What follows belongs to an exercise in optimizing a design on an open flow for small area; a production flow would make more cautious choices. Function was checked by simulation only, so behaviour that the tests miss may differ from the original. No activity file was given, so power comes from the tool's default toggle rates.

<file path="flow/run.sh">
#!/bin/bash
# synth_recipe.tcl (not shown) runs the flow's synth.tcl, then flattens the netlist and writes it again
# the make line also repeats each setting of config.mk as NAME=value (left out here)
make -C /OpenROAD-flow-scripts/flow DESIGN_CONFIG=/design/flow/config.mk WORK_HOME=/design/flow/orfs CLKGATE_MAP_FILE= SYNTH_SCRIPT=/design/flow/synth_recipe.tcl finish
</file>
<file path="flow/config.mk">
export PLATFORM = sky130hd
export DESIGN_NAME = snn_rgb
export DESIGN_NICKNAME = snn_rgb
export VERILOG_FILES = /design/flow/design.v
export SDC_FILE = /design/flow/constraint.sdc
export NUM_CORES = 4
export LEC_CHECK = 0
export CAP_MARGIN = 20
export CORE_MARGIN = 2
export CORE_UTILIZATION = 40
export CTS_BUF_LIST = sky130_fd_sc_hd__clkbuf_2 sky130_fd_sc_hd__clkbuf_4 sky130_fd_sc_hd__clkbuf_8
export SLEW_MARGIN = 20
</file>
<file path="flow/constraint.sdc">
create_clock -name core_clock -period 10.0 [get_ports {clk}]
set_input_delay 2.0000 -clock core_clock [delete_from_list [all_inputs] [get_ports {clk}]]
set_output_delay 2.0000 -clock core_clock [all_outputs]
set_load 0.01 [all_outputs]
</file>
<file path="flow/design.v">
module gen_input (
    input clk,
    input reset,
    input [7:0] r_st,
    input [7:0] g_st,
    input [7:0] b_st,
    output r_sp,
    output g_sp,
    output b_sp
);
reg [7:0] s;
wire [7:0] lfsr_g, lfsr_b;
always @(posedge clk) begin
    if (reset)
        s <= 8'h01;
    else
        s <= {1'b0, s[7:1]} ^ (s[0] ? 8'hB8 : 8'h00);
end
assign lfsr_g[0] = s[2] ^ s[6] ^ s[7];
assign lfsr_g[1] = s[0] ^ s[3] ^ s[7];
assign lfsr_g[2] = s[1] ^ s[4];
assign lfsr_g[3] = s[0] ^ s[2] ^ s[5];
assign lfsr_g[4] = s[0] ^ s[1] ^ s[2] ^ s[3] ^ s[7];
assign lfsr_g[5] = s[1] ^ s[3] ^ s[4] ^ s[6] ^ s[7];
assign lfsr_g[6] = s[0] ^ s[4] ^ s[5] ^ s[6];
assign lfsr_g[7] = s[1] ^ s[5] ^ s[6] ^ s[7];
assign lfsr_b[0] = s[0] ^ s[1] ^ s[2] ^ s[3] ^ s[5] ^ s[7];
assign lfsr_b[1] = s[0] ^ s[1] ^ s[2] ^ s[3] ^ s[4] ^ s[6];
assign lfsr_b[2] = s[1] ^ s[2] ^ s[3] ^ s[4] ^ s[5] ^ s[7];
assign lfsr_b[3] = s[2] ^ s[3] ^ s[4] ^ s[5] ^ s[6];
assign lfsr_b[4] = s[1] ^ s[2] ^ s[4] ^ s[6];
assign lfsr_b[5] = s[1];
assign lfsr_b[6] = s[0] ^ s[1] ^ s[3] ^ s[5] ^ s[7];
assign lfsr_b[7] = s[0] ^ s[1] ^ s[2] ^ s[4] ^ s[6];
function less;
    input [7:0] a;
    input [7:0] b;
    integer i;
    reg c;
    begin
        c = 1'b0;
        for (i = 0; i < 8; i = i + 1)
            c = (~a[i] & b[i]) | (~(a[i] ^ b[i]) & c);
        less = c;
    end
endfunction
assign r_sp = less(s, r_st);
assign g_sp = less(lfsr_g, g_st);
assign b_sp = less(lfsr_b, b_st);
endmodule
module neuron #(
    parameter WIDTH = 16,
    parameter FIRE_LSB = 10,
    parameter signed [31:0] W0 = 0,
    parameter signed [31:0] W1 = 0,
    parameter signed [31:0] W2 = 0,
    parameter signed [31:0] BIAS = 0,
    parameter signed [31:0] INIT = 0       
) (
    input clk,
    input reset,
    input clear,
    input sp_0,
    input sp_1,
    input sp_2,
    output fire
);
localparam signed [31:0] V_TH = 500;
localparam signed [31:0] THRESH = (1 << WIDTH) - (1 << FIRE_LSB);
localparam [WIDTH-1:0] X_CLEAR = THRESH - V_TH - 1;
localparam [WIDTH-1:0] X_INIT = INIT + THRESH - V_TH - 1;
reg [WIDTH-1:0] x;
reg [WIDTH-1:0] k;
assign fire = &x[WIDTH-1:FIRE_LSB];
function [WIDTH-1:0] wsum;
    input [2:0] s;
    begin
        wsum = BIAS + (s[0] ? W0 : 0) + (s[1] ? W1 : 0) + (s[2] ? W2 : 0);
    end
endfunction
function [WIDTH-1:0] add_rc;
    input [WIDTH-1:0] a;
    input [WIDTH-1:0] b;
    integer i;
    reg c;
    begin
        c = 1'b0;
        for (i = 0; i < WIDTH; i = i + 1) begin
            add_rc[i] = a[i] ^ b[i] ^ c;
            c = (a[i] & b[i]) | (a[i] & c) | (b[i] & c);
        end
    end
endfunction
always @(*) begin
    if (fire)
        k = -V_TH;
    else
        case ({sp_2, sp_1, sp_0})
            3'd0: k = wsum(3'd0);
            3'd1: k = wsum(3'd1);
            3'd2: k = wsum(3'd2);
            3'd3: k = wsum(3'd3);
            3'd4: k = wsum(3'd4);
            3'd5: k = wsum(3'd5);
            3'd6: k = wsum(3'd6);
            default: k = wsum(3'd7);
        endcase
end
always @(posedge clk) begin
    if (reset)
        x <= X_INIT;
    else if (clear)
        x <= X_CLEAR;
    else
        x <= add_rc(x, k);
end
endmodule
module neuron_out #(
    parameter WIDTH = 18,
    parameter FIRE_LSB = 10,
    parameter signed [31:0] W0 = 0,
    parameter signed [31:0] W1 = 0,
    parameter signed [31:0] W2 = 0,
    parameter signed [31:0] W3 = 0,
    parameter signed [31:0] W4 = 0,
    parameter signed [31:0] W5 = 0,
    parameter signed [31:0] W6 = 0,
    parameter signed [31:0] BIAS = 0,
    parameter signed [31:0] INIT = 0
) (
    input clk,
    input reset,
    input clear,
    input [6:0] sp,
    output fire
);
localparam signed [31:0] V_TH = 500;
localparam signed [31:0] THRESH = (1 << WIDTH) - (1 << FIRE_LSB);
localparam [WIDTH-1:0] X_CLEAR = THRESH - V_TH - 1;
localparam [WIDTH-1:0] X_INIT = INIT + THRESH - V_TH - 1;
reg [WIDTH-1:0] x;
reg [WIDTH-1:0] ka, kb;
wire [WIDTH-1:0] cs_s, cs_c;
assign fire = &x[WIDTH-1:FIRE_LSB];
function [WIDTH-1:0] wsum_a;
    input [3:0] s;
    begin
        wsum_a = BIAS + (s[0] ? W0 : 0) + (s[1] ? W1 : 0) + (s[2] ? W2 : 0) + (s[3] ? W3 : 0);
    end
endfunction
function [WIDTH-1:0] wsum_b;
    input [2:0] s;
    begin
        wsum_b = (s[0] ? W4 : 0) + (s[1] ? W5 : 0) + (s[2] ? W6 : 0);
    end
endfunction
function [WIDTH-1:0] add_rc;
    input [WIDTH-1:0] a;
    input [WIDTH-1:0] b;
    integer i;
    reg c;
    begin
        c = 1'b0;
        for (i = 0; i < WIDTH; i = i + 1) begin
            add_rc[i] = a[i] ^ b[i] ^ c;
            c = (a[i] & b[i]) | (a[i] & c) | (b[i] & c);
        end
    end
endfunction
always @(*) begin
    if (fire)
        ka = -V_TH;
    else
        case (sp[3:0])
            4'd0: ka = wsum_a(4'd0);
            4'd1: ka = wsum_a(4'd1);
            4'd2: ka = wsum_a(4'd2);
            4'd3: ka = wsum_a(4'd3);
            4'd4: ka = wsum_a(4'd4);
            4'd5: ka = wsum_a(4'd5);
            4'd6: ka = wsum_a(4'd6);
            4'd7: ka = wsum_a(4'd7);
            4'd8: ka = wsum_a(4'd8);
            4'd9: ka = wsum_a(4'd9);
            4'd10: ka = wsum_a(4'd10);
            4'd11: ka = wsum_a(4'd11);
            4'd12: ka = wsum_a(4'd12);
            4'd13: ka = wsum_a(4'd13);
            4'd14: ka = wsum_a(4'd14);
            default: ka = wsum_a(4'd15);
        endcase
    if (fire)
        kb = 0;
    else
        case (sp[6:4])
            3'd0: kb = wsum_b(3'd0);
            3'd1: kb = wsum_b(3'd1);
            3'd2: kb = wsum_b(3'd2);
            3'd3: kb = wsum_b(3'd3);
            3'd4: kb = wsum_b(3'd4);
            3'd5: kb = wsum_b(3'd5);
            3'd6: kb = wsum_b(3'd6);
            default: kb = wsum_b(3'd7);
        endcase
end
assign cs_s = x ^ ka ^ kb;
assign cs_c = {(x[WIDTH-2:0] & ka[WIDTH-2:0]) | (x[WIDTH-2:0] & kb[WIDTH-2:0]) | (ka[WIDTH-2:0] & kb[WIDTH-2:0]), 1'b0};
always @(posedge clk) begin
    if (reset)
        x <= X_INIT;
    else if (clear)
        x <= X_CLEAR;
    else
        x <= add_rc(cs_s, cs_c);
end
endmodule
module snn_rgb (
    input clk,
    input reset_n,                    
    input [2:0] enable_in,            
    input [7:0] r_in,                 
    input [7:0] g_in,                 
    input [7:0] b_in,                 
    output [7:0] r_out,
    output [7:0] g_out,
    output [7:0] b_out
);
parameter n_sp_to_activate = 60;   
parameter w_0_n0 = 8;
parameter w_1_n0 = 37;
parameter w_2_n0 = 141;
parameter bias_n0 = 69;
parameter w_0_n1 = 44;
parameter w_1_n1 = 25;
parameter w_2_n1 = -73;
parameter bias_n1 = 124;
parameter w_0_n2 = 20;
parameter w_1_n2 = -39;
parameter w_2_n2 = -23;
parameter bias_n2 = 8;
parameter w_0_n3 = 137;
parameter w_1_n3 = 72;
parameter w_2_n3 = -113;
parameter bias_n3 = 20;
parameter w_0_n4 = 7;
parameter w_1_n4 = 45;
parameter w_2_n4 = -37;
parameter bias_n4 = -25;
parameter w_0_n5 = 81;
parameter w_1_n5 = 33;
parameter w_2_n5 = 55;
parameter bias_n5 = -57;
parameter w_0_n6 = -89;
parameter w_1_n6 = 0;
parameter w_2_n6 = 132;
parameter bias_n6 = 33;
parameter w_0_n7 = 196;
parameter w_1_n7 = 295;
parameter w_2_n7 = 74;
parameter w_3_n7 = -275;
parameter w_4_n7 = 110;
parameter w_5_n7 = -178;
parameter w_6_n7 = 349;
parameter bias_n7 = 57;
parameter w_0_n8 = -255;
parameter w_1_n8 = 57;
parameter w_2_n8 = -171;
parameter w_3_n8 = 497;
parameter w_4_n8 = -108;
parameter w_5_n8 = 9;
parameter w_6_n8 = -386;
parameter bias_n8 = 92;
reg reset;
reg [7:0] step;
wire r_sp, g_sp, b_sp;
wire [6:0] h;
wire out_0, out_1;
always @(posedge clk) begin
    reset <= ~reset_n;
end
function [7:0] inc8;
    input [7:0] a;
    integer i;
    reg c;
    begin
        c = 1'b1;
        for (i = 0; i < 8; i = i + 1) begin
            inc8[i] = a[i] ^ c;
            c = a[i] & c;
        end
    end
endfunction
always @(posedge clk) begin
    if (reset)
        step <= 8'd0;
    else
        step <= inc8(step);
end
wire clear_hidden = (step == 8'd251);
wire clear_output = (step == 8'd252);
wire classify     = (step == 8'd251);
wire show         = (step == 8'd6);
gen_input pseudo_random_inst (
    .clk(clk), .reset(reset),
    .r_st(r_in), .g_st(g_in), .b_st(b_in),
    .r_sp(r_sp), .g_sp(g_sp), .b_sp(b_sp)
);
neuron #(.WIDTH(10), .FIRE_LSB(9), .W0(w_0_n0), .W1(w_1_n0), .W2(w_2_n0), .BIAS(bias_n0), .INIT(bias_n0)) hidden0_inst (
    .clk(clk), .reset(reset), .clear(clear_hidden), .sp_0(r_sp), .sp_1(g_sp), .sp_2(b_sp), .fire(h[0]));
neuron #(.WIDTH(10), .FIRE_LSB(9), .W0(w_0_n1), .W1(w_1_n1), .W2(w_2_n1), .BIAS(bias_n1), .INIT(bias_n1)) hidden1_inst (
    .clk(clk), .reset(reset), .clear(clear_hidden), .sp_0(r_sp), .sp_1(g_sp), .sp_2(b_sp), .fire(h[1]));
neuron #(.WIDTH(14), .FIRE_LSB(11), .W0(w_0_n2), .W1(w_1_n2), .W2(w_2_n2), .BIAS(bias_n2), .INIT(bias_n2)) hidden2_inst (
    .clk(clk), .reset(reset), .clear(clear_hidden), .sp_0(r_sp), .sp_1(g_sp), .sp_2(b_sp), .fire(h[2]));
neuron #(.WIDTH(15), .FIRE_LSB(13), .W0(w_0_n3), .W1(w_1_n3), .W2(w_2_n3), .BIAS(bias_n3), .INIT(bias_n3)) hidden3_inst (
    .clk(clk), .reset(reset), .clear(clear_hidden), .sp_0(r_sp), .sp_1(g_sp), .sp_2(b_sp), .fire(h[3]));
neuron #(.WIDTH(14), .FIRE_LSB(6), .W0(w_0_n4), .W1(w_1_n4), .W2(w_2_n4), .BIAS(bias_n4), .INIT(bias_n4)) hidden4_inst (
    .clk(clk), .reset(reset), .clear(clear_hidden), .sp_0(r_sp), .sp_1(g_sp), .sp_2(b_sp), .fire(h[4]));
neuron #(.WIDTH(14), .FIRE_LSB(10), .W0(w_0_n5), .W1(w_1_n5), .W2(w_2_n5), .BIAS(bias_n5), .INIT(bias_n5)) hidden5_inst (
    .clk(clk), .reset(reset), .clear(clear_hidden), .sp_0(r_sp), .sp_1(g_sp), .sp_2(b_sp), .fire(h[5]));
neuron #(.WIDTH(14), .FIRE_LSB(10), .W0(w_0_n6), .W1(w_1_n6), .W2(w_2_n6), .BIAS(bias_n6), .INIT(bias_n6)) hidden6_inst (
    .clk(clk), .reset(reset), .clear(clear_hidden), .sp_0(r_sp), .sp_1(g_sp), .sp_2(b_sp), .fire(h[6]));
neuron_out #(.WIDTH(15), .FIRE_LSB(11), .W0(w_0_n7), .W1(w_1_n7), .W2(w_2_n7), .W3(w_3_n7), .W4(w_4_n7),
             .W5(w_5_n7), .W6(w_6_n7), .BIAS(bias_n7), .INIT(3 * bias_n7)) output0 (
    .clk(clk), .reset(reset), .clear(clear_output), .sp(h), .fire(out_0));
neuron_out #(.WIDTH(16), .FIRE_LSB(13), .W0(w_0_n8), .W1(w_1_n8), .W2(w_2_n8), .W3(w_3_n8), .W4(w_4_n8),
             .W5(w_5_n8), .W6(w_6_n8), .BIAS(bias_n8), .INIT(3 * bias_n8)) output1 (
    .clk(clk), .reset(reset), .clear(clear_output), .sp(h), .fire(out_1));
reg [5:0] num_out0_sp, num_out1_sp;
wire full0 = (num_out0_sp == n_sp_to_activate);
wire full1 = (num_out1_sp == n_sp_to_activate);
always @(posedge clk) begin
    if (reset || classify) begin
        num_out0_sp <= 6'd0;
        num_out1_sp <= 6'd0;
    end else begin
        if (out_0 && !full0)
            num_out0_sp <= inc8({2'b00, num_out0_sp});
        if (out_1 && !full1)
            num_out1_sp <= inc8({2'b00, num_out1_sp});
    end
end
reg blue_1, yellow_1, blue_q, yellow_q;
always @(posedge clk) begin
    if (reset) begin
        blue_1 <= 1'b0;
        yellow_1 <= 1'b0;
        blue_q <= 1'b0;
        yellow_q <= 1'b0;
    end else begin
        if (classify) begin
            blue_1 <= full0;
            yellow_1 <= !full0 && full1;
        end
        if (show) begin
            blue_q <= blue_1;
            yellow_q <= yellow_1;
        end
    end
end
assign r_out = {8{yellow_q}};
assign g_out = {8{yellow_q}};
assign b_out = {8{blue_q}};
endmodule
</file>
==> results of run 1 <==
-- metrics by stage --
step,utilization (%),setup TNS (ps),hold WS (ps),power [mW]
after floorplan,-,0,402,3.26
after global placement,43.6,-20.9,416,3.87
after detailed placement,43.6,-30.9,425,3.98
after CTS,45.1,0,442,4.50
after global routing,45.1,0,475,5.08
final,45.1,0,440,4.40
-- logic make-up (layout without fill, tap and decap cells) --
kind of cell,after synthesis,in the layout
multiplexers,3,3
AND/OR/NAND/NOR,318,318
adder cells (fa/ha/maj),197,197
flip-flops,155,155
buffers and inverters,231,273
AO/OA/AOI/OAI,139,139
XOR/XNOR,48,48
-- state kept, by name (all words and copies together) (netlist names) --
register,flops
hidden1_inst.x,10
hidden5_inst.x,14
num_out1_sp,6
reset,1
yellow_q,1
blue_q,1
output1.x,16
pseudo_random_inst.s,8
hidden2_inst.x,14
num_out0_sp,6
yellow_1,1
blue_1,1
output0.x,15
hidden0_inst.x,10
step,8
hidden4_inst.x,14
hidden6_inst.x,14
hidden3_inst.x,15
-- critical path, delay by kind of cell --
family	cells	cell delay (ps)
xor+xnor	1	190
fa+ha+maj	15	5510
compound gates	5	930
simple gates	2	320
buf+inv	6	860
-- worst paths after layout --
kind / endpoint / slack (ps) / cells past startpoint
min: step[0]$_SDFF_PP0_ / 440 / 1
min reg2reg: step[0]$_SDFF_PP0_ / 440 / 1
max: hidden5_inst.x[13]$_SDFF_PP1_ / 500 / 29
max reg2reg: hidden5_inst.x[13]$_SDFF_PP1_ / 1250 / 31
-- power breakdown --
part / switching (mW) / internal [mW] / total [mW]
registers: 0.104 / 0.871 / 0.975
logic: 1.61 / 1.34 / 2.95
clock network: 0.246 / 0.225 / 0.471
total: 1.96 / 2.44 / 4.40
-- layout by cell type (no fill, tap or decap), types with 5 or more instances in the layout --
cell and instances:
sky130_fd_sc_hd__a21o_1 13, sky130_fd_sc_hd__o21ai_0 25, sky130_fd_sc_hd__clkbuf_8 17, sky130_fd_sc_hd__o21a_1 5, sky130_fd_sc_hd__fa_1 128, sky130_fd_sc_hd__inv_1 156
sky130_fd_sc_hd__or3_1 22, sky130_fd_sc_hd__o21bai_1 15, sky130_fd_sc_hd__ha_1 69, sky130_fd_sc_hd__xnor2_1 38, sky130_fd_sc_hd__dfxtp_1 154, sky130_fd_sc_hd__nor2_1 100
sky130_fd_sc_hd__clkdlybuf4s50_1 49, sky130_fd_sc_hd__and2_1 34, sky130_fd_sc_hd__a211oi_1 7, sky130_fd_sc_hd__xor2_1 6, sky130_fd_sc_hd__and3_1 10, sky130_fd_sc_hd__nand2b_1 8
sky130_fd_sc_hd__nor2b_1 7, sky130_fd_sc_hd__nand2_1 68, sky130_fd_sc_hd__buf_4 34, sky130_fd_sc_hd__clkinv_2 6, sky130_fd_sc_hd__nor3_1 35, sky130_fd_sc_hd__a21oi_1 41
sky130_fd_sc_hd__nand3_1 11
-- final cells by class --
type	instances	area, um^2
clock buffer	18	241
clock inverter	14	145
fill	2490	14200
inverter	158	594
multi-input combinational	705	6390
sequential	155	3100
tap	335	419
timing repair buffer	83	746
-- per-layer routing --
layer	up-vias	GRT usage (%)
li1	3482	-
met1	3410	22.7
met2	170	26.7
met3	24	3.23
met4	0	5.03
met5	-	0
==> summary.txt, run 1 <==
The run finished with no timing, DRC or antenna violations. The die covers 0.0274 mm^2. The worst hold path belongs to the class reg2reg. For the number of search-and-repair iterations in the first detailed-routing pass, the log shows 5. On the critical path, the stage with the largest delay is an instance of sky130_fd_sc_hd__fa_1. The fraction of layout instances using a drive strength above 1 came out at 8.03%.

CTS placed an instance of sky130_fd_sc_hd__clkbuf_8 at the clock tree root. In this design, the stage delay of the slowest critical-path cell is 460 ps. The initial utilization of the core area, before any placement, comes to 40.5%. The average routed wire per standard cell came out at 14.4 um. Post-CTS repair changed the size of 0 cells. Among all flip-flop cells after synthesis, the most frequent one is sky130_fd_sc_hd__dfxtp_1. The post-CTS setup-driven buffer insertion count was 0. After synthesis, the most frequently instantiated cells are 156 x sky130_fd_sc_hd__inv_1, 155 x sky130_fd_sc_hd__dfxtp_1, 128 x sky130_fd_sc_hd__fa_1. The clock transition at the register clock pins on the worst setup and hold paths after CTS came out at 80 ps. The logs give 460 ps for the clock latency on the worst-skew pair and 1468 for the final instance count without filler cells.

Summing all placed instances gives a cell area of 0.0113 mm^2. The worst path meets setup with 498 ps of slack. The highest net fanout along the worst path is 4. For the worst setup path, the data arrival time is 9830 ps. The post-synthesis instance area is 0.0105 mm^2, and the aggregate global routing overflow is 0.

The startpoint identified for the worst register-to-register timing path is pseudo_random_inst.s[4]$_SDFF_PP0_. The post-synthesis compound-gate area fraction works out to 8.93%. The worst setup path is launched from a primary input. The cell area power density came out at 378 mW/mm^2. The combinational family with the most area after synthesis is adder cells. Timing would allow up to 105 MHz. For the worst setup path, the data required time is 10330 ps. Yosys printed 11 warnings. Category of the most critical setup path: in2reg.

From synthesis to final layout, the design area changed by 11.4%. After floorplanning, the core was divided into 59 placement rows. The most common cell in the synthesized netlist is sky130_fd_sc_hd__inv_1. After synthesis, the share of cell area in mux cells is 0.287%.

The share of the Yosys chip area taken by registers is 29.7%. TritonCTS built the clock tree. Entering global routing, the biggest net connects 55 pins. The logs give 0 for the hold buffer count at cts and 1091 for the number of cells produced by synthesis. Global routing used 16.6% of the available tracks across all layers. Yosys attributes the largest share of cell area to sky130_fd_sc_hd__dfxtp_1 30%, sky130_fd_sc_hd__fa_1 25%, sky130_fd_sc_hd__ha_1 8.3%.

The clock net in this run drives a total of 155 sinks. The DRC violation count after routing was 0; the total vias in the final route was 7086. The vertical die dimension was 166 um; the number of top-level design ports was 53.

In this run the deepest clock path goes through 2 buffers. Number of hold-slack violations in the final timing report: 0. The total nets after synthesis was 1317. The cell that appears most often on the critical path is sky130_fd_sc_hd__fa_1. The worst-case clock skew is 14.7 ps, and the pin slew with the least headroom to its limit is 875 ps. The logs give 0.0258 mm^2 for the area of the placeable core and 7269 for the number of global-route vias before repair. In this run the worst setup path begins at b_in[4]. Of the total synthesized cell area, the portion taken by AND, OR, NAND and NOR gates is 14.6%. The fraction of synthesized cell area in xor and xnor cells works out to 4.37%. Dividing the final minimum period by the clock period gives 95.0%.

For the initial antenna violation count, the log shows 0. The run gives 41.6% as the worst-case headroom to the max-slew limit. The worst ir drop on vdd was 131 uV; the number of synthesized flops with an enable pin was 0. For this design the static power due to leakage is 5.31 nW. Detailed routing placed a total of 9810 um of wire on met2. The fraction of post-synthesis cell area in the top cell type by area was 29.7%; the number of synthesized register bits was 155. The routed via count divided by cell count is 4.83. 0 antenna diodes ended up in the layout. Of the total synthesized cell area, the portion taken by full adders, half adders and majority gates is 32.8%. The startpoint identified for the worst hold timing path is step[0]$_SDFF_PP0_. The total wire length was 21200 um. In this run, distinct cell masters in the synthesized netlist total 64. From left edge to right edge, the die measures 166 um.

The half-perimeter wire length after detailed placement is 16100 um, and the number of routed nets with antenna violations is 0. Setup repair after global routing left no endpoint under its margin. The layout net count came out at 1346. The detailed router used layers up to and including met4. Detailed routing placed a total of 1050 um of wire on met3. The synthesized area per cell is 9.58 um^2, and the initial detailed-routing violation count is 431. The run gives 9970 um as the post-route met1 wirelength.

After layout, the minimum clock period comes to 9500 ps. The first global-routing pass estimated 36800 um of wire. The number of failing setup endpoints in the final timing report is 0. The H-tree generated during clock tree synthesis spans 4 levels.

Across the run, the number of max-cap violations was 0. Cell type with the largest total area after synthesis: sky130_fd_sc_hd__dfxtp_1. Worst slack after detailed placement: -30.9 ps. The tools report the type of element capturing the critical path as a flip-flop. The number of buffers created by CTS came out at 17. The run gives 0.0116 mm^2 as the post-layout instance area. Of all flip-flops after synthesis, the portion carrying an async set or reset was 0%. The run gives 0.866 as the weighted congestion at the end of routability-driven global placement. Number of pins exceeding their max-slew limit in the final report: 0.

The placed instance count was 1436; the port buffer count was 49.
==> inputs of run 2 (changes only) <==
--- a/flow/config.mk
+++ b/flow/config.mk
@@ -8,5 +8,4 @@
 export CAP_MARGIN = 20
 export CORE_MARGIN = 2
 export CORE_UTILIZATION = 40
-export CTS_BUF_LIST = sky130_fd_sc_hd__clkbuf_2 sky130_fd_sc_hd__clkbuf_4 sky130_fd_sc_hd__clkbuf_8
 export SLEW_MARGIN = 20
==> run 2 against run 1 <==
  * Sequential share of layout area is 0.42 points lower
  * Hold slack worse by 4.3 ps
  * Critical path depth stayed put
  * Via count is 0.69% higher
  * Area after synthesis stayed put
  * Utilization is 0.73 points higher
==> summary.txt, run 2 <==
The path length in cells of the critical path is 29, and the post-layout minimum cycle time is 9540 ps. The number of cells produced by synthesis is 1091, and the filler cell count in the final layout is 2454. For the cell-internal power, the log shows 2.58 mW.

The largest registers in the layout are output1.x x16, hidden3_inst.x x15, output0.x x15. The total vias in the final route was 7135. The count of cells in the finished layout, fillers not included, comes to 1468.

The highest attainable clock frequency was 105 MHz; the area taken by multi-input logic gates was 0.00639 mm^2. Global routing used 16.7% of the available tracks. Row generation in the floorplan step produced 59 rows.

TritonCTS created 17 clock buffers. The count of cells resized by post-cts repair was 0; the number of top-level design ports was 53. The synthesized area per cell is 9.58 um^2. After detailed routing, the number of vias per cell comes to 4.86. The logs give 10.2 ps for the worst-case clock skew and 0 for the number of hold-slack violations in the final timing report. On the final layout, the worst hold slack is 436 ps. In this run the worst path has a maximum fanout of 4. The number of cells traversed by the worst register-to-register path came out at 31. Setup repair after global routing left no endpoint under its margin. The maximum number of pins on one net before global-route repair is 55, and the number of routed nets with antenna violations is 0. Compared with the post-synthesis result, the final layout area differs by 13.2%. The run gives 144 uV as the worst ir drop on vdd. The clock network fraction of total power came out at 13.9%.

The pin slew with the least headroom to its limit is 869 ps. Wires add up to 21300 um. Hold repair after CTS inserted 0 buffers. Counting flops per register, the top entry is output1.x.

The number of failing setup endpoints in the final timing report is 0. The number of placed instances, taps included, is 1436. The number of pins exceeding their max-slew limit in the final report was 0. For this run, the detailed router's first-pass iteration total came to 5. STA classifies the critical path endpoint as a flip-flop. Ranked by total cell area, the synthesized netlist is headed by sky130_fd_sc_hd__dfxtp_1 30%, sky130_fd_sc_hd__fa_1 25%, sky130_fd_sc_hd__ha_1 8.3%.

The instance count along the most critical hold path was 1; the weighted congestion at the end of routability-driven global placement was 0.866. The H-tree depth reported by CTS was 4. The run finished with no timing, DRC or antenna violations. Among the stages of the critical path, the cell type that occurs most often is sky130_fd_sc_hd__fa_1.

The tools report the distinct cell type count after synthesis as 64. The area of the placeable core is 0.0258 mm^2. The clock passes through at most 2 buffers. The die is 166 um wide.

Summing all flip-flop and latch instances after layout gives 0.00310 mm^2. After detailed routing, the average wire length per cell comes to 14.5 um. Synthesis produced a netlist with a net count of 1317. The tools report the switching component of the power as 1.98 mW. The initial detailed-routing violation count is 424, and the effective utilization at floorplan is 40.5%. The share of total power dissipated in sequential elements is 21.4%. STA puts the critical path data required time at 10290 ps.

The kind of cell with the highest combined delay along the critical path is adder cells. 0 antenna diodes ended up in the layout. The cell type with the largest total area after synthesis is sky130_fd_sc_hd__dfxtp_1.

The share of the yosys chip area belonging to registers came out at 29.7%. Clock latency on the worst-skew pair: 430 ps. Once the clock tree was built, the setup fixing pass inserted 0 buffers. Per report_power, the combinational group accounts for 64.7% of the total. The run gives 1346 as the layout net count.

Leaving out fill and tap cells, the most frequent cells in the layout are 156 x sky130_fd_sc_hd__inv_1, 154 x sky130_fd_sc_hd__dfxtp_1, 128 x sky130_fd_sc_hd__fa_1. The slowest cell on the critical path was sky130_fd_sc_hd__fa_1. In this run the static leakage power is 5.39 nW.

Input and output buffers added on the ports amount to 49. The class of the tightest hold or removal check was reg2reg. Headroom to the max-slew limit came out at 42.0%. Net switching is 43.4% of the power. The warning count from the yosys run came out at 11. The number of max-cap violations was 0.

Floorplan die area: 0.0274 mm^2. The tools report the DRC violation count after routing as 0. Together, buffers and inverters on the worst path number 6. Cell area power density: 386 mW/mm^2.

After clock tree synthesis, the clock-pin slew on the worst setup and hold paths is 60 ps. The number of flip-flops under the largest register name was 16. The critical path is of the in2reg type.

The vertical die dimension is 166 um. Initial antenna violation count: 0. The tools report the aggregate global routing overflow as 0. The run gives 0.0105 mm^2 as the post-synthesis instance area. For the first-pass GRT wire length, the log shows 36900 um. The launching element type of the critical path was a primary input.

After synthesis, the largest area contributor takes up 29.7% of total cell area. The core occupancy in the finished layout came out at 45.8%. For the total power, the log shows 4.56 mW. The most common cell in the synthesized netlist is sky130_fd_sc_hd__inv_1. The share of async-settable or async-resettable flops after synthesis was 0%; the number of synthesized flops with an enable pin was 0. CTS saw 155 sinks.

The total cell area at the placement stage was 0.0113 mm^2; the number of synthesized register bits was 155. Detailed placement ended at an HPWL of 16100 um. Leaving out fill and tap cells, the most frequent cell in the layout is sky130_fd_sc_hd__inv_1. The finished cells cover 0.0118 mm^2.

TritonCTS built the clock tree. In this design, the stage delay of the slowest critical-path cell is 460 ps. The final worst-path cycle share is 95.4%, and the fraction of layout instances using a drive strength above 1 is 7.94%.

Data on the critical path arrives at its endpoint at 9830 ps. The cell chosen for the clock root is sky130_fd_sc_hd__clkbuf_16. Dominant synthesized flop cell: sky130_fd_sc_hd__dfxtp_1. The number of global-route vias before repair was 7279. In the synthesized netlist, the cells that appear most often are 156 x sky130_fd_sc_hd__inv_1, 155 x sky130_fd_sc_hd__dfxtp_1, 128 x sky130_fd_sc_hd__fa_1.
run 2: per-stage QoR:
stage          worst slack (ps)  setup TNS [ps]
6_report                    459               0
5_1_grt                    13.7               0
3_3_place_gp              -20.9           -20.9
4_1_cts                     392               0
3_5_place_dp              -30.9           -30.9
2_1_floorplan               339               0
run 2: cell type report:
| type | count | share of cell area [%] |
|---|---|---|
| Clock inverter | 14 | 1.23 |
| Sequential cell | 155 | 26.2 |
| Tap cell | 335 | 3.54 |
| Timing Repair Buffer | 83 | 6.30 |
| Multi-Input combinational cell | 705 | 54.0 |
| Inverter | 158 | 5.02 |
| Clock buffer | 18 | 3.63 |
run 2: path summary, 6_finish.rpt:
check,endpoint,from,slack (ps)
worst max-delay path,hidden5_inst.x[13]$_SDFF_PP1_,b_in[4],460
worst min register to register,step[0]$_SDFF_PP0_,step[0]$_SDFF_PP0_,440
worst max register to register,hidden5_inst.x[13]$_SDFF_PP1_,pseudo_random_inst.s[4]$_SDFF_PP0_,1250
worst min-delay path,step[0]$_SDFF_PP0_,step[0]$_SDFF_PP0_,440
run 2: logic make-up (layout without fill, tap and decap cells):
group           after synthesis  count (layout)  share of synthesized area [%]
compound gates              139             139                           8.93
xor+xnor                     48              48                           4.37
fa+ha+maj                   197             197                           32.8
buf+inv                     231             273                           9.30
flops                       155             155                           29.7
mux                           3               3                          0.287
simple gates                318             318                           14.6
run 2: metal layers:
layer	wire, um	global-route usage (%)
met1	10100	22.8
met2	9880	26.9
met3	906	3.13
met4	352	5.14
met5	0	0
run 2: power by group through the flow:
stage	clock [mW]	combinational, mW	sequential, mW
after floorplan	0	2.30	0.957
after global placement	0	2.88	0.985
after detailed placement	0	2.99	0.990
after CTS	0.654	3.03	0.979
after global routing	0.682	3.56	1.00
final	0.634	2.95	0.976
==> inputs of run 3 (changes only) <==
--- a/flow/config.mk
+++ b/flow/config.mk
@@ -8,4 +8,8 @@
 export CAP_MARGIN = 20
 export CORE_MARGIN = 2
 export CORE_UTILIZATION = 40
+export CTS_BUF_LIST = sky130_fd_sc_hd__clkbuf_8
+export CTS_CLUSTER_DIAMETER = 100
+export CTS_CLUSTER_SIZE = 30
+export GPL_TIMING_DRIVEN = 0
 export SLEW_MARGIN = 20
==> run 3 against run 2 <==
  * Routed wire length grew 13%
  * Still clean
  * Critical path depth is the same
  * Fmax shrank 0.80%
  * Area after synthesis is the same
  * Non-clock buffer count grew 41
==> summary.txt, run 3 <==
Signed area change from the synthesized netlist to the final layout: 13.9%. The floorplan has 59 rows. The highest attainable clock frequency came out at 104 MHz.

In this design, the critical path's most frequently occurring cell is sky130_fd_sc_hd__fa_1. The run gives 7441 as the number of global-route vias before repair. The library cell used most frequently in the layout, excluding fill and tap cells, is sky130_fd_sc_hd__inv_1.

The global-route usage over all layers was 18.3%. After synthesis the cells add up to 0.0105 mm^2. Synthesis produced a netlist with a net count of 1317. In this run the remaining antenna-violating nets after routing total 0.

The class of the tightest hold or removal check was reg2reg. The tools report the first-pass GRT wire length as 39700 um. In this run, synthesis inferred 0 flip-flops with an integrated enable.

The run gives 0 as the number of failing setup endpoints in the final timing report. The pin slew with the least headroom to its limit is 894 ps. The congestion estimate from routability-driven global placement came to 0.952. 0 antenna diodes ended up in the layout. By area the synthesized netlist is led by sky130_fd_sc_hd__dfxtp_1 30%, sky130_fd_sc_hd__fa_1 25%, sky130_fd_sc_hd__ha_1 8.3%.

For the total vias in the final route, the log shows 7365. Dominant synthesized flop cell: sky130_fd_sc_hd__dfxtp_1. The final worst-path cycle share was 96.2%. Broken down by cell family, the worst path's largest delay share belongs to adder cells. The port buffer count works out to 49. Cells with a size suffix above 1 make up 8.26% of the layout. The netlist uses 64 different library cells. TritonCTS built the clock tree. Measured on the finished design, the core utilization comes to 46.1%. The run gives 0 ps as the final setup TNS.

The clock latency on the worst-skew pair is 460 ps. The critical path is of the in2reg type. Timing analysis after detailed placement gives a worst setup slack of -756 ps.

Launching element type of the critical path: a primary input. The tools report the effective utilization at floorplan as 40.5%. The total wire length is 24000 um, and the routed via count divided by cell count is 4.88. After routing the design area is 0.0119 mm^2.

The tools report the number of sinks driven by the clock tree as 155. Synthesis inferred 155 register bits. VDD sags by at most 117 uV. The run gives 2470 as the filler cell count in the final layout.

For this design, the CTS-stage hold fixing added 0 buffers. The highest net fanout along the worst path was 10; the delay of the slowest cell on the worst path was 560 ps. The number of max-cap violations is 0, and the synthesized area per cell is 9.58 um^2. The post-layout minimum cycle time is 9620 ps, and the placed instance count is 1475. The register with the most flip-flops in the layout has 16 of them. Once placement finished, the instance area stood at 0.0114 mm^2. The region available for standard cell placement spans 0.0258 mm^2. The cell chosen for the clock root is sky130_fd_sc_hd__clkbuf_8. The register with the most flip-flops was output1.x. The DRC violation count after routing is 0. The number of cells produced by synthesis is 1091. STA classifies the critical path endpoint as a flip-flop. The tools report the number of buffers created by CTS as 17.

The logs give 0 for the initial antenna violation count and 382 ps for the final setup slack of the worst path. Sequential cells were found to cover 29.7% of the synthesized design area. Clock skew on the completed layout was measured at 12.8 ps.

In this run the biggest area consumer among cell types represents 29.7% of the synthesized area. 53 I/O pins were placed. sky130_fd_sc_hd__inv_1 is the most common cell in the netlist. The top cell types in the final layout, fill and taps aside, are 158 x sky130_fd_sc_hd__inv_1, 155 x sky130_fd_sc_hd__dfxtp_1, 123 x sky130_fd_sc_hd__fa_1.

The run gives 10330 ps as the required arrival time at the worst endpoint. The biggest area contributor in the post-synthesis netlist is sky130_fd_sc_hd__dfxtp_1. The total leakage power was 5.39 nW; the H-tree depth reported by CTS was 4.

The final instance count without filler cells was 1509. Worst-case headroom to the max-slew limit: 39.8%. After clock tree synthesis, the clock-pin slew on the worst setup and hold paths is 90 ps. The half-perimeter wire length after detailed placement was 18500 um. Setup repair after global routing could not meet its margin everywhere.

The Yosys step of the flow raised 11 warnings. The number of search-and-repair iterations in the first detailed-routing pass was 7; the floorplan die area was 0.0274 mm^2. The die extent in x was 166 um; the vertical die dimension was 166 um. In the final layout, the registers with the most flip-flops are output1.x x16, hidden3_inst.x x15, output0.x x15. Entering global routing, the biggest net connects 18 pins. The slowest cell on the critical path is sky130_fd_sc_hd__a2111oi_4. Sorting the synthesized cells by how often they occur yields 156 x sky130_fd_sc_hd__inv_1, 155 x sky130_fd_sc_hd__dfxtp_1, 128 x sky130_fd_sc_hd__fa_1. For this run, asynchronously set or reset flops after synthesis account for 0%. The tools report the maximum clock path buffer count as 2. The flow ran to the end and the layout has no timing, DRC or antenna violations. Buffers plus inverters on the worst setup path: 6. After the first detailed-routing iteration, the DRC count stood at 423.

STA puts the critical path data arrival time at 9950 ps. The aggregate global routing overflow came out at 0. In this run the power density over the cells is 377 mW/mm^2. After detailed routing, the average wire length per cell comes to 15.9 um.

The number of hold-slack violations in the final timing report was 0. The layout net count came out at 1387. For the number of pins exceeding their max-slew limit in the final report, the log shows 0.
run 3: changes by cell type in the layout (fill, tap and decap cells not counted), moves of 2 or more:
cell                        change
sky130_fd_sc_hd__a21oi_1        -2
sky130_fd_sc_hd__buf_1          +4
sky130_fd_sc_hd__buf_2          +2
sky130_fd_sc_hd__buf_4          -6
sky130_fd_sc_hd__clkbuf_1      +37
sky130_fd_sc_hd__clkbuf_16     -17
sky130_fd_sc_hd__clkbuf_2       +2
sky130_fd_sc_hd__clkbuf_8      +19
sky130_fd_sc_hd__clkinv_2       -5
sky130_fd_sc_hd__fa_1           -5
sky130_fd_sc_hd__fa_2           +5
sky130_fd_sc_hd__inv_1          +2
run 3: path summary, 6_finish.rpt:
path                                                         start                             to  slack, ps  depth (start not counted)
worst min register to register                  step[0]$_SDFF_PP0_             step[0]$_SDFF_PP0_        450                          1
worst max-delay path                                       b_in[4]  hidden5_inst.x[13]$_SDFF_PP1_        380                         29
worst min-delay path                            step[0]$_SDFF_PP0_             step[0]$_SDFF_PP0_        450                          1
worst max register to register  pseudo_random_inst.s[4]$_SDFF_PP0_  hidden5_inst.x[13]$_SDFF_PP1_       1020                         32
run 3: kinds of logic after synthesis:
kind of cell | Yosys count | synth area share, %
flops | 155 | 29.7
compound gates | 139 | 8.93
simple gates | 318 | 14.6
mux | 3 | 0.287
fa+ha+maj | 197 | 32.8
xor+xnor | 48 | 4.37
buf+inv | 231 | 9.30
run 3: through the flow:
stage / power [mW] / hold slack [ps]
floorplan: 3.26 / 402
global placement: 3.87 / 422
detailed placement: 3.95 / 429
CTS: 4.54 / 450
global route: 5.10 / 470
finish: 4.48 / 446
run 3: worst reg2reg max path: cells and delay by family (launching register included):
family | cells | cell delay [ps]
fa+ha+maj | 15 | 5250
compound gates | 5 | 1240
xor+xnor | 4 | 1160
buf+inv | 6 | 590
simple gates | 2 | 330
flops | 1 | 300
run 3: layout make-up:
cell class / instances / area (um^2) / area share (%)
Inverter: 158 / 594 / 4.99
Clock inverter: 13 / 168 / 1.41
Multi-Input combinational cell: 705 / 6460 / 54.3
Timing Repair Buffer: 52 / 513 / 4.31
Sequential cell: 155 / 3100 / 26.1
Buffer: 72 / 377 / 3.16
Tap cell: 335 / 419 / 3.52
Clock buffer: 19 / 262 / 2.20
run 3: routing by layer:
| metal | part of all wire [%] | track usage (%) |
|---|---|---|
| met4 | 2.9 | 7.41 |
| met2 | 46 | 29.0 |
| met5 | 0 | 0 |
| met3 | 5.0 | 2.96 |
| met1 | 46 | 25.2 |
run 3: timing repair:
item                       in CTS  in global routing
pin swaps                       4                  2
setup endpoints to repair       1                  4
resized for setup               6                 13
setup buffers                   3                  0
run 3: report_power, final:
| group | leakage, nW | internal (mW) | total [mW] | switching (mW) |
|---|---|---|---|---|
| clock | 0.217 | 0.263 | 0.517 | 0.255 |
| combinational | 3.89 | 1.32 | 3.00 | 1.68 |
| sequential | 1.29 | 0.871 | 0.965 | 0.0942 |
| total | 5.39 | 2.46 | 4.48 | 2.02 |
==> inputs of run 4 (changes only) <==
--- a/flow/config.mk
+++ b/flow/config.mk
@@ -11,5 +11,4 @@
 export CTS_BUF_LIST = sky130_fd_sc_hd__clkbuf_8
 export CTS_CLUSTER_DIAMETER = 100
 export CTS_CLUSTER_SIZE = 30
-export GPL_TIMING_DRIVEN = 0
 export SLEW_MARGIN = 20
==> run 4 against run 3 <==
  * Sequential power up 1%
  * Via count down 4.0%
  * Hold slack worse by 5.7 ps
  * Clock power down 9.7%
  * Largest power group unchanged
  * Synthesized cell count unchanged
  * Critical endpoint unchanged
  * Area after synthesis unchanged
  * Still clean on timing, DRC and antenna
  * Combinational power down 2%
  * Die area unchanged
  * Sequential cell count unchanged
  * Non-clock buffer count down 41
==> summary.txt, run 4 <==
The flow ran to the end and the layout has no timing, DRC or antenna violations. The floorplan die area is 0.0274 mm^2, and the number of hold-slack violations in the final timing report is 0. By count the netlist is led by 156 x sky130_fd_sc_hd__inv_1, 155 x sky130_fd_sc_hd__dfxtp_1, 128 x sky130_fd_sc_hd__fa_1.

The cell area power density came out at 377 mW/mm^2. After synthesis, flip-flops and latches occupy 29.7% of the total area. Average routed wire per standard cell: 14.4 um. Summed over its instances, the top area cell type makes up 29.7% of the synthesized netlist area. The logs give 7269 for the number of global-route vias before repair and 7068 for the total vias in the final route. For the number of antenna repair diodes, the log shows 0. In this run the worst path has a maximum fanout of 4. The number of cells produced by synthesis was 1091; the initial antenna violation count was 0.

Excluding fillers, the count of instances in the completed layout stands at 1468. Clock-pin slew was measured on the worst setup and hold paths at 80 ps. 53 I/O pins were placed. The largest registers in the layout are output1.x x16, hidden3_inst.x x15, output0.x x15.

For the worst-case headroom to the max-slew limit, the log shows 41.7%. The register with the most flip-flops was output1.x. The final setup slack of the worst path was 498 ps.

The area growth from synthesis to layout is 11.4%. Area of the placeable core: 0.0258 mm^2. Dominant synthesized flop cell: sky130_fd_sc_hd__dfxtp_1.

The total overflow left after global routing is 0. The initial detailed-routing violation count is 431. Static timing analysis puts the maximum clock frequency at 105 MHz. The analysis attributes to cell leakage a power of 5.31 nW. The worst-case IR drop observed on VDD is 131 uV. Yosys attributes the largest share of cell area to sky130_fd_sc_hd__dfxtp_1 30%, sky130_fd_sc_hd__fa_1 25%, sky130_fd_sc_hd__ha_1 8.3%.

The maximum clock path buffer count was 2; the number of synthesized register bits was 155. The final worst-path cycle share is 95.0%, and the number of failing setup endpoints in the final timing report is 0. For this run, asynchronously set or reset flops after synthesis account for 0%.

The pin slew with the least headroom to its limit is 874 ps, and the global-route usage over all layers is 16.6%. STA classifies the critical path endpoint as a flip-flop. The die extent in x is 166 um, and the number of max-cap violations is 0. The cell chosen for the clock root was sky130_fd_sc_hd__clkbuf_8. The tools report the clock latency on the worst-skew pair as 460 ps.

The initial utilization of the core area, before any placement, comes to 40.5%. sky130_fd_sc_hd__inv_1 is the most common cell in the netlist. The number of buffers created by CTS was 17; the count of cells resized by post-cts repair was 0.

The delay of the slowest cell on the worst path works out to 460 ps. The most critical setup path has its startpoint at b_in[4]. The run gives 21100 um as the total wire length. In this run, placement finished with an instance count of 1436.

CTS built an H-tree with a depth of 4. The DRC violation count after routing came out at 0. Synthesized area per cell: 9.58 um^2. The count of nets left with antenna violations once routing finished came out at 0.

The distinct cell type count after synthesis was 64. The post-synthesis instance area is 0.0105 mm^2, and the fraction of layout instances using a drive strength above 1 is 7.94%. The startpoint identified for the worst register-to-register timing path is pseudo_random_inst.s[4]$_SDFF_PP0_. The number of pins exceeding their max-slew limit in the final report came out at 0.

Timing analysis after detailed placement gives a worst setup slack of -30.9 ps. The port buffer count is 49. On the critical path, the stage with the largest delay is an instance of sky130_fd_sc_hd__fa_1. The first detailed-routing pass took 5 iterations. The synthesized design spends more area on one cell type than any other, namely sky130_fd_sc_hd__dfxtp_1. For this run, the post-layout net count is 1346. The wire-length estimate of the detail-placed layout is 16100 um.

The core occupancy in the finished layout was 45.1%; the number of flip-flops under the largest register name was 16. The most critical setup path has its endpoint at hidden5_inst.x[13]$_SDFF_PP1_. Buffers added to address setup during post-CTS repair amount to 0.

The total nets after synthesis is 1317. The first global-routing pass estimated 36800 um of wire. During synthesis, Yosys emitted a total of 11 warnings. At the end of routability-driven placement, the weighted congestion stood at 0.866. Leaving out fill and tap cells, the most frequent cell in the layout is sky130_fd_sc_hd__inv_1. For the final database, setup skew stands at 14.9 ps. The setup path with the least slack is of type in2reg.

The most common cell type on the critical path was sky130_fd_sc_hd__fa_1. Hold repair after CTS inserted 0 buffers. The tools report the launching element type of the critical path as a primary input. The required arrival time at the worst endpoint came out at 10330 ps. The routed via count divided by cell count came out at 4.81. Leaving out fill and tap cells, the most frequent cells in the layout are 157 x sky130_fd_sc_hd__inv_1, 154 x sky130_fd_sc_hd__dfxtp_1, 128 x sky130_fd_sc_hd__fa_1. The end of the worst register-to-register path is hidden5_inst.x[13]$_SDFF_PP1_. The number of cells on the worst reg-to-reg path is 31. Yosys mapped a number of flops with a built-in enable equal to 0. The tree built by TritonCTS fans out to 155 sinks.

Counting I/O delays and the setup requirement, the final critical path takes 9500 ps. STA puts the critical path data arrival time at 9830 ps. The class of the tightest hold or removal check is reg2reg. TritonCTS built the clock tree. The vertical die dimension is 166 um, and the setup slack of the most critical reg-to-reg path is 1250 ps. Maximum number of pins on one net before global-route repair: 55. The number of rows created at floorplan is 59.

Setup repair after global routing left no endpoint under its margin. The tools report the filler cell count in the final layout as 2490.
==> run 4: cell counts after synthesis <==
No cell type changed its count.
==> run 4: critical path, delay by kind of cell <==
family | cells | cell delay [ps]
AND/OR/NAND/NOR | 2 | 320
XOR/XNOR | 1 | 190
buffers and inverters | 6 | 860
AO/OA/AOI/OAI | 5 | 930
adder cells (fa/ha/maj) | 15 | 5520
==> run 4: how the worst min path moves through the flow <==
stage                                   from            endpoint  depth (start not counted)
final                     step[0]$_SDFF_PP0_  step[0]$_SDFF_PP0_                          1
after global routing      step[0]$_SDFF_PP0_  step[0]$_SDFF_PP0_                          1
after CTS                 step[0]$_SDFF_PP0_  step[0]$_SDFF_PP0_                          1
after detailed placement  step[0]$_SDFF_PP0_  step[0]$_SDFF_PP0_                          1
after global placement    step[0]$_SDFF_PP0_  step[0]$_SDFF_PP0_                          1
after floorplan           step[0]$_SDFF_PP0_  step[0]$_SDFF_PP0_                          1
==> run 4: metal layers <==
layer / share of wire [%] / global-route usage (%) / routed length (um) / vias to the layer above
met5: 0 / 0 / 0 / -
met2: 46 / 26.7 / 9790 / 165
met1: 47 / 22.7 / 9970 / 3401
met4: 1.6 / 5.03 / 333 / 0
li1: - / - / - / 3478
met3: 4.9 / 3.23 / 1040 / 24
==> run 4: layout make-up <==
| type | instances | area [um^2] | area share [%] |
|---|---|---|---|
| clock buffer | 17 | 234 | 2.01 |
| clock inverter | 15 | 149 | 1.28 |
| inverter | 158 | 594 | 5.11 |
| multi-input combinational | 705 | 6390 | 54.9 |
| sequential | 155 | 3100 | 26.7 |
| tap | 335 | 419 | 3.60 |
| timing repair buffer | 83 | 746 | 6.41 |
==> run 4: kinds of logic after synthesis <==
logic type,Yosys count,synth area share [%]
compound gates,139,8.93
xor+xnor,48,4.37
fa+ha+maj,197,32.8
buf+inv,231,9.30
flops,155,29.7
mux,3,0.287
simple gates,318,14.6
==> run 4: power by group <==
| group | internal [mW] | switching, mW |
|---|---|---|
| Combinational | 1.34 | 1.61 |
| Clock | 0.221 | 0.246 |
| Sequential | 0.871 | 0.103 |
==> run 4: per-stage QoR <==
stage / power [mW] / TNS, ps / area, um^2 / hold WS [ps]
3_3_place_gp: 3.87 / -20.9 / 11300 / 416
5_1_grt: 5.07 / 0 / 11600 / 475
3_5_place_dp: 3.98 / -30.9 / 11300 / 425
4_1_cts: 4.50 / 0 / 11600 / 442
6_report: 4.39 / 0 / 11600 / 440
2_1_floorplan: 3.26 / 0 / 10500 / 402

-- static timing again, ports no longer ideal --
In the flow no input, the clock included, has a driving cell. The finished layouts below were timed again as built, in two steps. Step 1: set_driving_cell puts a clkbuf_16 on clk and a buf_2 on each other input, an assumption about the parent block. Step 2 adds t to the input delays and takes it off the output delays; t is the mean of the earliest and latest rising clock arrival at the registers after step 1. Input paths then give back, and output paths get back, about the clock's delay inside the block. Slacks: ideal / step 1 / step 2; pairs: ideal / step 1.
run	t (ns)	setup slack, ns	worst data-port slew with drivers (ns)
run 1	0.502	0.498 / 0.509 / 0.007	0.05
run 2	0.476	0.459 / 0.477 / 0.000	0.05
run 3	0.500	0.382 / 0.398 / -0.103	0.04
run 4	0.502	0.498 / 0.508 / 0.006	0.05
With both steps, setup timing fails in run 3, where it was met with ideal ports. The setup slack of run 4, which loses most, moves by +0.010 ns with the drivers and by -0.492 ns with both steps.
